From an optimization exercise on the open Yosys and OpenROAD flow, aimed at small area, a short achievable clock period and few clock cycles; shortcuts taken in it are not production practice. In this exercise RTL edits were held to simulation tests only and were not proved equivalent to the original. No activity file was given, so power comes from the tool's default toggle rates.

`run.sh`:
```
#!/bin/bash
# synth_recipe.tcl (not shown) runs the flow's synth.tcl, then flattens the netlist and writes it again
# the make line also repeats each setting of config.mk as NAME=value (left out here)
make -C /OpenROAD-flow-scripts/flow DESIGN_CONFIG=/design/flow/config.mk WORK_HOME=/design/flow/orfs CLKGATE_MAP_FILE= SYNTH_SCRIPT=/design/flow/synth_recipe.tcl finish
```
`config.mk`:
```
export PLATFORM = sky130hd
export DESIGN_NAME = TPU
export DESIGN_NICKNAME = TPU
export VERILOG_FILES = /design/flow/design.v
export SDC_FILE = /design/flow/constraint.sdc
export NUM_CORES = 4
export LEC_CHECK = 0
export CAP_MARGIN = 20
export CORE_MARGIN = 2
export CORE_UTILIZATION = 40
export SLEW_MARGIN = 20
```
`constraint.sdc`:
```
create_clock -name core_clock -period 10.0 [get_ports {clk}]
set_input_delay 2.0000 -clock core_clock [delete_from_list [all_inputs] [get_ports {clk}]]
set_output_delay 2.0000 -clock core_clock [all_outputs]
set_load 0.01 [all_outputs]
```
`design.v`:
```
module PE(
    input               clk,
    input               clr,
    input      [7:0]    a,
    input      [7:0]    b,
    output reg [23:0]   acc
);
wire s1, c2, s3, c4, s5, c6, s7, c8, s9, c10, s11, c12;
wire s13, c14, s15, c16, s17, c18, s19, c20, s21, c22, s23, c24;
wire s25, c26, s27, c28, s29, c30, s31, c32, s33, c34, s35, c36;
wire s37, c38, s39, c40, s41, c42, s43, c44, s45, c46, s47, c48;
wire s49, c50, s51, c52, s53, c54, s55, c56, s57, c58, s59, c60;
wire s61, c62, s63, c64, s65, c66, s67, c68, s69, c70, s71, c72;
wire s73, c74, s75, c76, s77, c78, s79, c80, s81, c82, s83, c84;
wire s85, c86, s87, c88, s89, c90, s91, c92, s93, c94, s95, c96;
wire s97, c98, s99, c100, s101, c102, s103, c104, s105, c106, s107, c108;
wire s109, c110, s111, c112;
reg p0_0, p0_1, p1_1, p0_2, p1_2, p0_3, p1_3, p0_4, p1_4, p0_5, p1_5, p0_6, p1_6, p0_7, p1_7, p0_8, p1_8, p0_9, p1_9, p0_10, p1_10, p0_11, p1_11, p0_12, p1_12, p0_13, p1_13, p0_14, p1_14;
wire [23:0] q = clr ? 24'd0 : acc;
assign s1 = (a[0]&b[6]) ^ (a[1]&b[5]);
assign c2 = (a[0]&b[6]) & (a[1]&b[5]);
assign s3 = (a[0]&b[7]) ^ (a[1]&b[6]) ^ (a[2]&b[5]);
assign c4 = ((a[0]&b[7]) & (a[1]&b[6])) | ((a[0]&b[7]) & (a[2]&b[5])) | ((a[1]&b[6]) & (a[2]&b[5]));
assign s5 = (a[3]&b[4]) ^ (a[4]&b[3]);
assign c6 = (a[3]&b[4]) & (a[4]&b[3]);
assign s7 = (a[1]&b[7]) ^ (a[2]&b[6]) ^ (a[3]&b[5]);
assign c8 = ((a[1]&b[7]) & (a[2]&b[6])) | ((a[1]&b[7]) & (a[3]&b[5])) | ((a[2]&b[6]) & (a[3]&b[5]));
assign s9 = (a[4]&b[4]) ^ (a[5]&b[3]);
assign c10 = (a[4]&b[4]) & (a[5]&b[3]);
assign s11 = (a[2]&b[7]) ^ (a[3]&b[6]) ^ (a[4]&b[5]);
assign c12 = ((a[2]&b[7]) & (a[3]&b[6])) | ((a[2]&b[7]) & (a[4]&b[5])) | ((a[3]&b[6]) & (a[4]&b[5]));
assign s13 = (a[0]&b[4]) ^ (a[1]&b[3]);
assign c14 = (a[0]&b[4]) & (a[1]&b[3]);
assign s15 = (a[0]&b[5]) ^ (a[1]&b[4]) ^ (a[2]&b[3]);
assign c16 = ((a[0]&b[5]) & (a[1]&b[4])) | ((a[0]&b[5]) & (a[2]&b[3])) | ((a[1]&b[4]) & (a[2]&b[3]));
assign s17 = (a[3]&b[2]) ^ (a[4]&b[1]);
assign c18 = (a[3]&b[2]) & (a[4]&b[1]);
assign s19 = s1 ^ (a[2]&b[4]) ^ (a[3]&b[3]);
assign c20 = (s1 & (a[2]&b[4])) | (s1 & (a[3]&b[3])) | ((a[2]&b[4]) & (a[3]&b[3]));
assign s21 = (a[4]&b[2]) ^ (a[5]&b[1]) ^ (a[6]&b[0]);
assign c22 = ((a[4]&b[2]) & (a[5]&b[1])) | ((a[4]&b[2]) & (a[6]&b[0])) | ((a[5]&b[1]) & (a[6]&b[0]));
assign s23 = s3 ^ s5 ^ (a[5]&b[2]);
assign c24 = (s3 & s5) | (s3 & (a[5]&b[2])) | (s5 & (a[5]&b[2]));
assign s25 = (a[6]&b[1]) ^ (a[7]&b[0]) ^ c2;
assign c26 = ((a[6]&b[1]) & (a[7]&b[0])) | ((a[6]&b[1]) & c2) | ((a[7]&b[0]) & c2);
assign s27 = s7 ^ s9 ^ (a[6]&b[2]);
assign c28 = (s7 & s9) | (s7 & (a[6]&b[2])) | (s9 & (a[6]&b[2]));
assign s29 = (a[7]&b[1]) ^ c4 ^ c6;
assign c30 = ((a[7]&b[1]) & c4) | ((a[7]&b[1]) & c6) | (c4 & c6);
assign s31 = s11 ^ (a[5]&b[4]) ^ (a[6]&b[3]);
assign c32 = (s11 & (a[5]&b[4])) | (s11 & (a[6]&b[3])) | ((a[5]&b[4]) & (a[6]&b[3]));
assign s33 = (a[7]&b[2]) ^ c8 ^ c10;
assign c34 = ((a[7]&b[2]) & c8) | ((a[7]&b[2]) & c10) | (c8 & c10);
assign s35 = (a[3]&b[7]) ^ (a[4]&b[6]) ^ (a[5]&b[5]);
assign c36 = ((a[3]&b[7]) & (a[4]&b[6])) | ((a[3]&b[7]) & (a[5]&b[5])) | ((a[4]&b[6]) & (a[5]&b[5]));
assign s37 = (a[6]&b[4]) ^ (a[7]&b[3]) ^ c12;
assign c38 = ((a[6]&b[4]) & (a[7]&b[3])) | ((a[6]&b[4]) & c12) | ((a[7]&b[3]) & c12);
assign s39 = (a[4]&b[7]) ^ (a[5]&b[6]) ^ (a[6]&b[5]);
assign c40 = ((a[4]&b[7]) & (a[5]&b[6])) | ((a[4]&b[7]) & (a[6]&b[5])) | ((a[5]&b[6]) & (a[6]&b[5]));
assign s41 = (a[0]&b[3]) ^ (a[1]&b[2]);
assign c42 = (a[0]&b[3]) & (a[1]&b[2]);
assign s43 = s13 ^ (a[2]&b[2]) ^ (a[3]&b[1]);
assign c44 = (s13 & (a[2]&b[2])) | (s13 & (a[3]&b[1])) | ((a[2]&b[2]) & (a[3]&b[1]));
assign s45 = s15 ^ s17 ^ (a[5]&b[0]);
assign c46 = (s15 & s17) | (s15 & (a[5]&b[0])) | (s17 & (a[5]&b[0]));
assign s47 = s19 ^ s21 ^ c16;
assign c48 = (s19 & s21) | (s19 & c16) | (s21 & c16);
assign s49 = s23 ^ s25 ^ c20;
assign c50 = (s23 & s25) | (s23 & c20) | (s25 & c20);
assign s51 = s27 ^ s29 ^ c24;
assign c52 = (s27 & s29) | (s27 & c24) | (s29 & c24);
assign s53 = s31 ^ s33 ^ c28;
assign c54 = (s31 & s33) | (s31 & c28) | (s33 & c28);
assign s55 = s35 ^ s37 ^ c32;
assign c56 = (s35 & s37) | (s35 & c32) | (s37 & c32);
assign s57 = s39 ^ (a[7]&b[4]) ^ c36;
assign c58 = (s39 & (a[7]&b[4])) | (s39 & c36) | ((a[7]&b[4]) & c36);
assign s59 = (a[5]&b[7]) ^ (a[6]&b[6]) ^ (a[7]&b[5]);
assign c60 = ((a[5]&b[7]) & (a[6]&b[6])) | ((a[5]&b[7]) & (a[7]&b[5])) | ((a[6]&b[6]) & (a[7]&b[5]));
assign s61 = (a[0]&b[2]) ^ (a[1]&b[1]);
assign c62 = (a[0]&b[2]) & (a[1]&b[1]);
assign s63 = s41 ^ (a[2]&b[1]) ^ (a[3]&b[0]);
assign c64 = (s41 & (a[2]&b[1])) | (s41 & (a[3]&b[0])) | ((a[2]&b[1]) & (a[3]&b[0]));
assign s65 = s43 ^ (a[4]&b[0]) ^ c42;
assign c66 = (s43 & (a[4]&b[0])) | (s43 & c42) | ((a[4]&b[0]) & c42);
assign s67 = s45 ^ c14 ^ c44;
assign c68 = (s45 & c14) | (s45 & c44) | (c14 & c44);
assign s69 = s47 ^ c18 ^ c46;
assign c70 = (s47 & c18) | (s47 & c46) | (c18 & c46);
assign s71 = s49 ^ c22 ^ c48;
assign c72 = (s49 & c22) | (s49 & c48) | (c22 & c48);
assign s73 = s51 ^ c26 ^ c50;
assign c74 = (s51 & c26) | (s51 & c50) | (c26 & c50);
assign s75 = s53 ^ c30 ^ c52;
assign c76 = (s53 & c30) | (s53 & c52) | (c30 & c52);
assign s77 = s55 ^ c34 ^ c54;
assign c78 = (s55 & c34) | (s55 & c54) | (c34 & c54);
assign s79 = s57 ^ c38 ^ c56;
assign c80 = (s57 & c38) | (s57 & c56) | (c38 & c56);
assign s81 = s59 ^ c40 ^ c58;
assign c82 = (s59 & c40) | (s59 & c58) | (c40 & c58);
assign s83 = (a[6]&b[7]) ^ (a[7]&b[6]) ^ c60;
assign c84 = ((a[6]&b[7]) & (a[7]&b[6])) | ((a[6]&b[7]) & c60) | ((a[7]&b[6]) & c60);
assign s85 = p0_1 ^ p1_1;
assign c86 = p0_1 & p1_1;
assign s87 = p0_2 ^ p1_2 ^ q[2];
assign c88 = (p0_2 & p1_2) | (p0_2 & q[2]) | (p1_2 & q[2]);
assign s89 = p0_3 ^ p1_3 ^ q[3];
assign c90 = (p0_3 & p1_3) | (p0_3 & q[3]) | (p1_3 & q[3]);
assign s91 = p0_4 ^ p1_4 ^ q[4];
assign c92 = (p0_4 & p1_4) | (p0_4 & q[4]) | (p1_4 & q[4]);
assign s93 = p0_5 ^ p1_5 ^ q[5];
assign c94 = (p0_5 & p1_5) | (p0_5 & q[5]) | (p1_5 & q[5]);
assign s95 = p0_6 ^ p1_6 ^ q[6];
assign c96 = (p0_6 & p1_6) | (p0_6 & q[6]) | (p1_6 & q[6]);
assign s97 = p0_7 ^ p1_7 ^ q[7];
assign c98 = (p0_7 & p1_7) | (p0_7 & q[7]) | (p1_7 & q[7]);
assign s99 = p0_8 ^ p1_8 ^ q[8];
assign c100 = (p0_8 & p1_8) | (p0_8 & q[8]) | (p1_8 & q[8]);
assign s101 = p0_9 ^ p1_9 ^ q[9];
assign c102 = (p0_9 & p1_9) | (p0_9 & q[9]) | (p1_9 & q[9]);
assign s103 = p0_10 ^ p1_10 ^ q[10];
assign c104 = (p0_10 & p1_10) | (p0_10 & q[10]) | (p1_10 & q[10]);
assign s105 = p0_11 ^ p1_11 ^ q[11];
assign c106 = (p0_11 & p1_11) | (p0_11 & q[11]) | (p1_11 & q[11]);
assign s107 = p0_12 ^ p1_12 ^ q[12];
assign c108 = (p0_12 & p1_12) | (p0_12 & q[12]) | (p1_12 & q[12]);
assign s109 = p0_13 ^ p1_13 ^ q[13];
assign c110 = (p0_13 & p1_13) | (p0_13 & q[13]) | (p1_13 & q[13]);
assign s111 = p0_14 ^ p1_14 ^ q[14];
assign c112 = (p0_14 & p1_14) | (p0_14 & q[14]) | (p1_14 & q[14]);
wire [23:0] x = {q[23], q[22], q[21], q[20], q[19], q[18], q[17], q[16], q[15], s111, s109, s107, s105, s103, s101, s99, s97, s95, s93, s91, s89, s87, s85, p0_0};
wire [23:0] y = {1'b0, 1'b0, 1'b0, 1'b0, 1'b0, 1'b0, 1'b0, 1'b0, c112, c110, c108, c106, c104, c102, c100, c98, c96, c94, c92, c90, c88, c86, q[1], q[0]};
always @(posedge clk) begin
    p0_0 <= (a[0]&b[0]);
    p0_1 <= (a[0]&b[1]);
    p1_1 <= (a[1]&b[0]);
    p0_2 <= s61;
    p1_2 <= (a[2]&b[0]);
    p0_3 <= s63;
    p1_3 <= c62;
    p0_4 <= s65;
    p1_4 <= c64;
    p0_5 <= s67;
    p1_5 <= c66;
    p0_6 <= s69;
    p1_6 <= c68;
    p0_7 <= s71;
    p1_7 <= c70;
    p0_8 <= s73;
    p1_8 <= c72;
    p0_9 <= s75;
    p1_9 <= c74;
    p0_10 <= s77;
    p1_10 <= c76;
    p0_11 <= s79;
    p1_11 <= c78;
    p0_12 <= s81;
    p1_12 <= c80;
    p0_13 <= s83;
    p1_13 <= c82;
    p0_14 <= (a[7]&b[7]);
    p1_14 <= c84;
    acc <= x + y;
end
endmodule
module TPU(
    clk,
    rst_n,
    in_valid,
    K,
    M,
    N,
    busy,
    A_wr_en,
    A_index,
    A_data_in,
    A_data_out,
    B_wr_en,
    B_index,
    B_data_in,
    B_data_out,
    C_wr_en,
    C_index,
    C_data_in,
    C_data_out
);
input               clk;
input               rst_n;
input               in_valid;
input [7:0]         K;
input [7:0]         M;
input [7:0]         N;
output reg          busy;
output              A_wr_en;
output [15:0]       A_index;
output [31:0]       A_data_in;
input  [31:0]       A_data_out;
output              B_wr_en;
output [15:0]       B_index;
output [31:0]       B_data_in;
input  [31:0]       B_data_out;
output reg          C_wr_en;
output [15:0]       C_index;
output [127:0]      C_data_in;
input  [127:0]      C_data_out;
assign A_wr_en   = 1'b0;
assign B_wr_en   = 1'b0;
assign A_data_in = 32'd0;
assign B_data_in = 32'd0;
reg [7:0]   k_r, m_r, n_r;
wire [7:0]  km1   = k_r - 8'd1;
wire [7:0]  mm1   = m_r - 8'd1;
wire [5:0]  mgm1  = mm1[7:2];    
wire [1:0]  mlast = mm1[1:0];    
wire [7:0]  nm1   = n_r - 8'd1;
reg         setup;       
reg         iss;         
reg         first;       
reg [1:0]   stall;       
reg [7:0]   kdown;       
reg [5:0]   gdown;       
reg [5:0]   hdown;       
reg [13:0]  a_idx, b_idx, b_base;
assign A_index = {2'b00, a_idx};
assign B_index = {2'b00, b_idx};
wire        v      = iss & (stall == 2'd0);
wire        k_last = (kdown == 8'd0);
wire        g_last = (gdown == 6'd0);
wire        h_last = (hdown == 6'd0);
wire [1:0]  rows_m1 = g_last ? mlast : 2'd3;
reg [7:0]   a_op [0:3];
reg [7:0]   b_op [0:3];
reg         f1, l1, j1;
reg [1:0]   r1;
reg         f2, l2, j2;
reg [1:0]   r2;
reg         rd_act, rd_job_last;
reg [1:0]   rd_row, rd_left;
reg         wr_job_last;
reg [13:0]  c_idx;
reg [95:0]  wr_data;
assign C_index = {2'b00, c_idx};
always @(posedge clk or negedge rst_n) begin
    if (!rst_n) begin
        k_r     <= 8'd0;
        m_r     <= 8'd0;
        n_r     <= 8'd0;
        busy    <= 1'b0;
        setup   <= 1'b0;
        iss     <= 1'b0;
        first   <= 1'b0;
        stall   <= 2'd0;
        kdown   <= 8'd0;
        gdown   <= 6'd0;
        hdown   <= 6'd0;
        a_idx   <= 14'd0;
        b_idx   <= 14'd0;
        b_base  <= 14'd0;
        f1      <= 1'b0;
        l1      <= 1'b0;
        j1      <= 1'b0;
        r1      <= 2'd0;
        f2      <= 1'b0;
        l2      <= 1'b0;
        j2      <= 1'b0;
        r2      <= 2'd0;
        rd_act  <= 1'b0;
        rd_job_last <= 1'b0;
        rd_row  <= 2'd0;
        rd_left <= 2'd0;
        C_wr_en <= 1'b0;
        wr_job_last <= 1'b0;
        c_idx   <= 14'd0;
    end else begin
        if (in_valid) begin
            k_r  <= K;
            m_r  <= M;
            n_r  <= N;
            busy <= 1'b1;
        end
        setup <= in_valid;
        if (setup) begin
            iss    <= 1'b1;
            first  <= 1'b1;
            stall  <= 2'd0;
            kdown  <= km1;
            gdown  <= mgm1;
            hdown  <= nm1[7:2];
            a_idx  <= 14'd0;
            b_idx  <= 14'd0;
            b_base <= 14'd0;
        end else if (iss) begin
            if (stall != 2'd0) begin
                stall <= stall - 2'd1;
            end else begin
                first <= 1'b0;
                if (!k_last) begin
                    kdown <= kdown - 8'd1;
                    a_idx <= a_idx + 14'd1;
                    b_idx <= b_idx + 14'd1;
                end else begin
                    kdown <= km1;
                    first <= 1'b1;
                    stall <= rows_m1;
                    if (!g_last) begin
                        gdown <= gdown - 6'd1;
                        a_idx <= a_idx + 14'd1;
                        b_idx <= b_base;
                    end else if (!h_last) begin
                        gdown  <= mgm1;
                        hdown  <= hdown - 6'd1;
                        a_idx  <= 14'd0;
                        b_idx  <= b_idx + 14'd1;
                        b_base <= b_idx + 14'd1;
                    end else begin
                        iss   <= 1'b0;
                        stall <= 2'd0;
                    end
                end
            end
        end
        f1 <= v & first;
        l1 <= v & k_last;
        j1 <= v & k_last & g_last & h_last;
        r1 <= rows_m1;
        f2 <= f1;
        l2 <= l1;
        j2 <= j1;
        r2 <= r1;
        if (l2) begin
            rd_act      <= 1'b1;
            rd_row      <= 2'd0;
            rd_left     <= r2;
            rd_job_last <= j2;
        end else if (rd_act && rd_left != 2'd0) begin
            rd_row  <= rd_row + 2'd1;
            rd_left <= rd_left - 2'd1;
        end else begin
            rd_act  <= 1'b0;
        end
        C_wr_en     <= rd_act;
        wr_job_last <= rd_act & (rd_left == 2'd0) & rd_job_last;
        if (setup)
            c_idx <= 14'd0;
        else if (C_wr_en)
            c_idx <= c_idx + 14'd1;
        if (C_wr_en && wr_job_last)
            busy <= 1'b0;
    end
end
integer i;
always @(posedge clk) begin
    for (i = 0; i < 4; i = i + 1) begin
        a_op[i] <= v ? A_data_out[31-8*i -: 8] : 8'd0;
        b_op[i] <= B_data_out[31-8*i -: 8];
    end
end
wire [23:0] acc [0:15];
genvar r, c;
generate
    for (r = 0; r < 4; r = r + 1) begin : row
        for (c = 0; c < 4; c = c + 1) begin : col
            PE pe(
                .clk(clk),
                .clr(f2),
                .a(a_op[r]),
                .b(b_op[c]),
                .acc(acc[4*r+c])
            );
        end
    end
endgenerate
always @(posedge clk) begin
    case (rd_row)
        2'd0: wr_data <= {acc[0],  acc[1],  acc[2],  acc[3]};
        2'd1: wr_data <= {acc[4],  acc[5],  acc[6],  acc[7]};
        2'd2: wr_data <= {acc[8],  acc[9],  acc[10], acc[11]};
        default: wr_data <= {acc[12], acc[13], acc[14], acc[15]};
    endcase
end
assign C_data_in = {8'd0, wr_data[95:72], 8'd0, wr_data[71:48],
                    8'd0, wr_data[47:24], 8'd0, wr_data[23:0]};
endmodule
```
==> impl_metrics.tcl <==
set metrics [dict create \
    place_congestion 0.8498 \
    finalNetCount 9521 \
    synthSimpleGateAreaFrac_pct 15.43 \
    finalHoldViolCount 0 \
    viasPerCell 4.983 \
    grtUsageTotal_pct 20.29 \
    critical_path_class "flip-flop to flip-flop" \
    start_util_pct 40.37 \
    ys_warn_count 6 \
    grt_pass1_vias 54760 \
    wl_per_cell_um 17.71 \
    final.period_utilization_pct 53.03 \
    grt_pass1_wl_um 300700 \
    synth_top_family_by_area "adder cells" \
    period_minus_slack_ps 5303 \
    finalSetupViolCount 0 \
    area_growth_syn_to_layout_pct 12.60 \
    synth_area_leader_cell "dfxtp_1" \
    die_w_um 434.3 \
    synth_compound_area_share_pct 9.031 \
    yosysTopAreaCellShare_pct 27.24 \
    utilization_pct 45.46 \
    clockBufferDepth 3 \
    synthFlopType "dfxtp_1" \
    final.fill_count 17660 \
    postCtsSetupBuffers 0 \
    numCtsBuffers 142 \
    seq_area_frac_synth_pct 31.43 \
    finalClockSkew_ps 43.37 \
    powerDensity_nw_per_um2 274.3 \
    synth_edf_count 0 \
    worstPathArrival_ps 6010 \
    slew_headroom_pct 31.28 \
    cp-end-kind "flip-flop" \
    maxCapViolCount 0 \
    clock_latency_ps 810 \
    synthesis.instances 8007 \
    rsz0062_at_grt "no" \
    cts_root_buf "clkbuf_16" \
    dr.first_iter.drc_count 3525 \
    synth_mux_area_share_pct 2.155 \
    die-height_um 434.3 \
    synth-seq-cells 1132 \
    first_pass_iters 7 \
    post-dp-hpwl_um 132100 \
    yosys.cell_types.count 81 \
    clock.fmax_ghz 0.1886 \
    peakVddDrop_mv 0.1632 \
    p_leak_uw 0.03927 \
    ant_nets 0 \
    synth.area.top_cells "dfxtp_1 27%, fa_1 21%, inv_1 7.7%" \
    cts_tree "built" \
    syn-mean-instance-area_um2 9.251 \
    start_kind "flip-flop" \
    overflow 0 \
    drt-total-wl_um 189600 \
    r2r_start "f2" \
    io_pins 463 \
    dr_total_vias 53340 \
    drv_slew 0 \
    grt_start_max_net_pins 126 \
    hp-start "r1[0]" \
    synth_area_um2 74080 \
    dieArea_um2 188600 \
    final.setup.tns_ps 0 \
    synth.most_common_cell "inv_1" \
    synth_fa_ha_area_share_pct 27.91 \
    drcViolationCount 0 \
    status "finished clean" \
    clock-sinks 1132 \
    cts.clk_slew.worst_paths_ps 60 \
    synth-async-reset-ratio_pct 10.95 \
    antenna_found_initial 32 \
    crit_path_start "f2" \
    drive_gt1_share_pct 4.858 \
    cts_resized 0 \
    worst_pin_slew_ps 1027 \
    portBuffers 230 \
    hold_class "flip-flop to flip-flop" \
    ctsHoldBuffers 0 \
    rows 157 \
    synthTopCellsByCount "1,521 x inv_1, 1,008 x dfxtp_1, 784 x fa_1" \
    synth_xor_xnor_area_share_pct 3.559 \
    core_area_um2 183500 \
    path_max_fanout 125 \
    required_ps 10710 \
    htreeDepth 4 \
]
==> cells in the final DEF (no fill, tap or decap), types with 79 or more instances in the layout <==
cell type           n
nor2b_1            89
xor2_1             79
and2_1            747
inv_1            1521
a21oi_1           282
conb_1            104
o21ai_0           246
clkbuf_16         144
nor2_1            286
clkdlybuf4s50_1   228
a222oi_1           96
ha_1              394
fa_1              784
nand3_1            83
dfrtp_1           122
nand2_1           742
dfxtp_1           997
xnor2_1           222
mux2i_1           119
==> routing by layer <==
layer  share of wire [%]  track usage, %  up-vias
li1                    -               -    25100
met1                  43           25.94    26420
met2                  47           33.36     1457
met3                 6.5           4.178      341
met4                 4.0           8.436       22
met5               0.078               0        -
==> through the flow <==
step / std cells / hold WS (ps) / instance area [um2] / total power (uW) / worst slack, ps
global route: 10700 / 350.0 / 83400 / 24840 / 4172
floorplan: 8110 / 331.2 / 74460 / 14620 / 5973
finish: 10700 / 349.3 / 83410 / 22880 / 4697
global placement: 10440 / 332.9 / 78450 / 17260 / 4565
detailed placement: 10440 / 338.7 / 78450 / 17540 / 4561
CTS: 10700 / 351.8 / 83380 / 23080 / 4515
==> cells by family (layout without fill, tap and decap cells) <==
family | Yosys count | after routing
buffers and inverters | 1959 | 2082
adders and majority gates | 1182 | 1182
DFF | 1132 | 1132
other | 1 | 110
AOI/OAI and AO/OA | 1020 | 1020
xor gates and xnor gates | 301 | 301
and+or+nand+nor | 2257 | 2257
muxes | 155 | 155
==> registers in the layout, summed over array words and instances (netlist names), 32 cells and up <==
name            cells
a_op               32
b_op               32
row.col.pe.acc    384
wr_data            96
==> power by group <==
part | total [uW] | internal (uW) | leakage, uW | switching, uW
Sequential | 6570 | 5900 | 0.00998 | 669
Clock | 5380 | 3200 | 0.00242 | 2170
Combinational | 10900 | 4630 | 0.0269 | 6310
Total | 22900 | 13700 | 0.0393 | 9150
==> final cells by class <==
cell class	instances	area, um2	share of cell area (%)
Inverter	1523	5724	6.863
Antenna cell	6	15.01	0.01800
Sequential cell	1132	23300	27.94
Clock inverter	72	953.4	1.143
Timing Repair Buffer	302	2858	3.426
Clock buffer	185	3978	4.769
Tap cell	2464	3083	3.696
Multi-Input combinational cell	5019	43500	52.15
==> path summary, 6_finish.rpt <==
kind	endpoint	slack, ps	depth (start not counted)
min in group asynchronous	a_idx[9]	1300	1
setup / recovery	row[3].col[2].pe.acc[18]	4700	13
hold reg to reg	r2[0]	350	0
max in group asynchronous	f2	7280	2
setup reg to reg	row[3].col[2].pe.acc[18]	4700	13
hold / removal	r2[0]	350	0
==> worst max-delay path: stages (launching register included) <==
cell and delay [ps]:
dfrtp_4 580, inv_8 550, buf_12 600, nand2_1 140, fa_1 510, inv_1 40
ha_1 350, a211oi_1 110, o21ai_0 360, a21oi_1 180, o31ai_1 710, a31oi_1 390
or3_1 430, a21oi_1 140
Testbench counts, summed over its fixed seeds: cycles 424,122.

## afterwards: timing with drivers on the ports
The results above use ideal ports. As a check the final layout listed here was re-extracted and re-timed, cells and wires unchanged. Step 1: set_driving_cell puts a clkbuf_16 on clk and a buf_2 on each other input, an assumption about the parent block. Step 2 adds t to the input delays and takes it off the output delays; t is the mean of the earliest and latest rising clock arrival at the registers after step 1. Input paths then give back, and output paths get back, about the clock's delay inside the block. a / b / c = no drivers / after step 1 / after step 2; a / b = the first two.
t (ns): 0.877
slack for setup (ns): 4.697 / 4.697 / 4.697
hold WS [ns]: 0.349 / 0.349 / 0.349
worst setup path after step 2: register to register
clock arrival spread, ns: 0.044 / 0.043
After both steps this run still meets setup and hold. For this run, drivers alone change the setup slack by 0.000 ns; drivers and shift together by 0.000 ns.
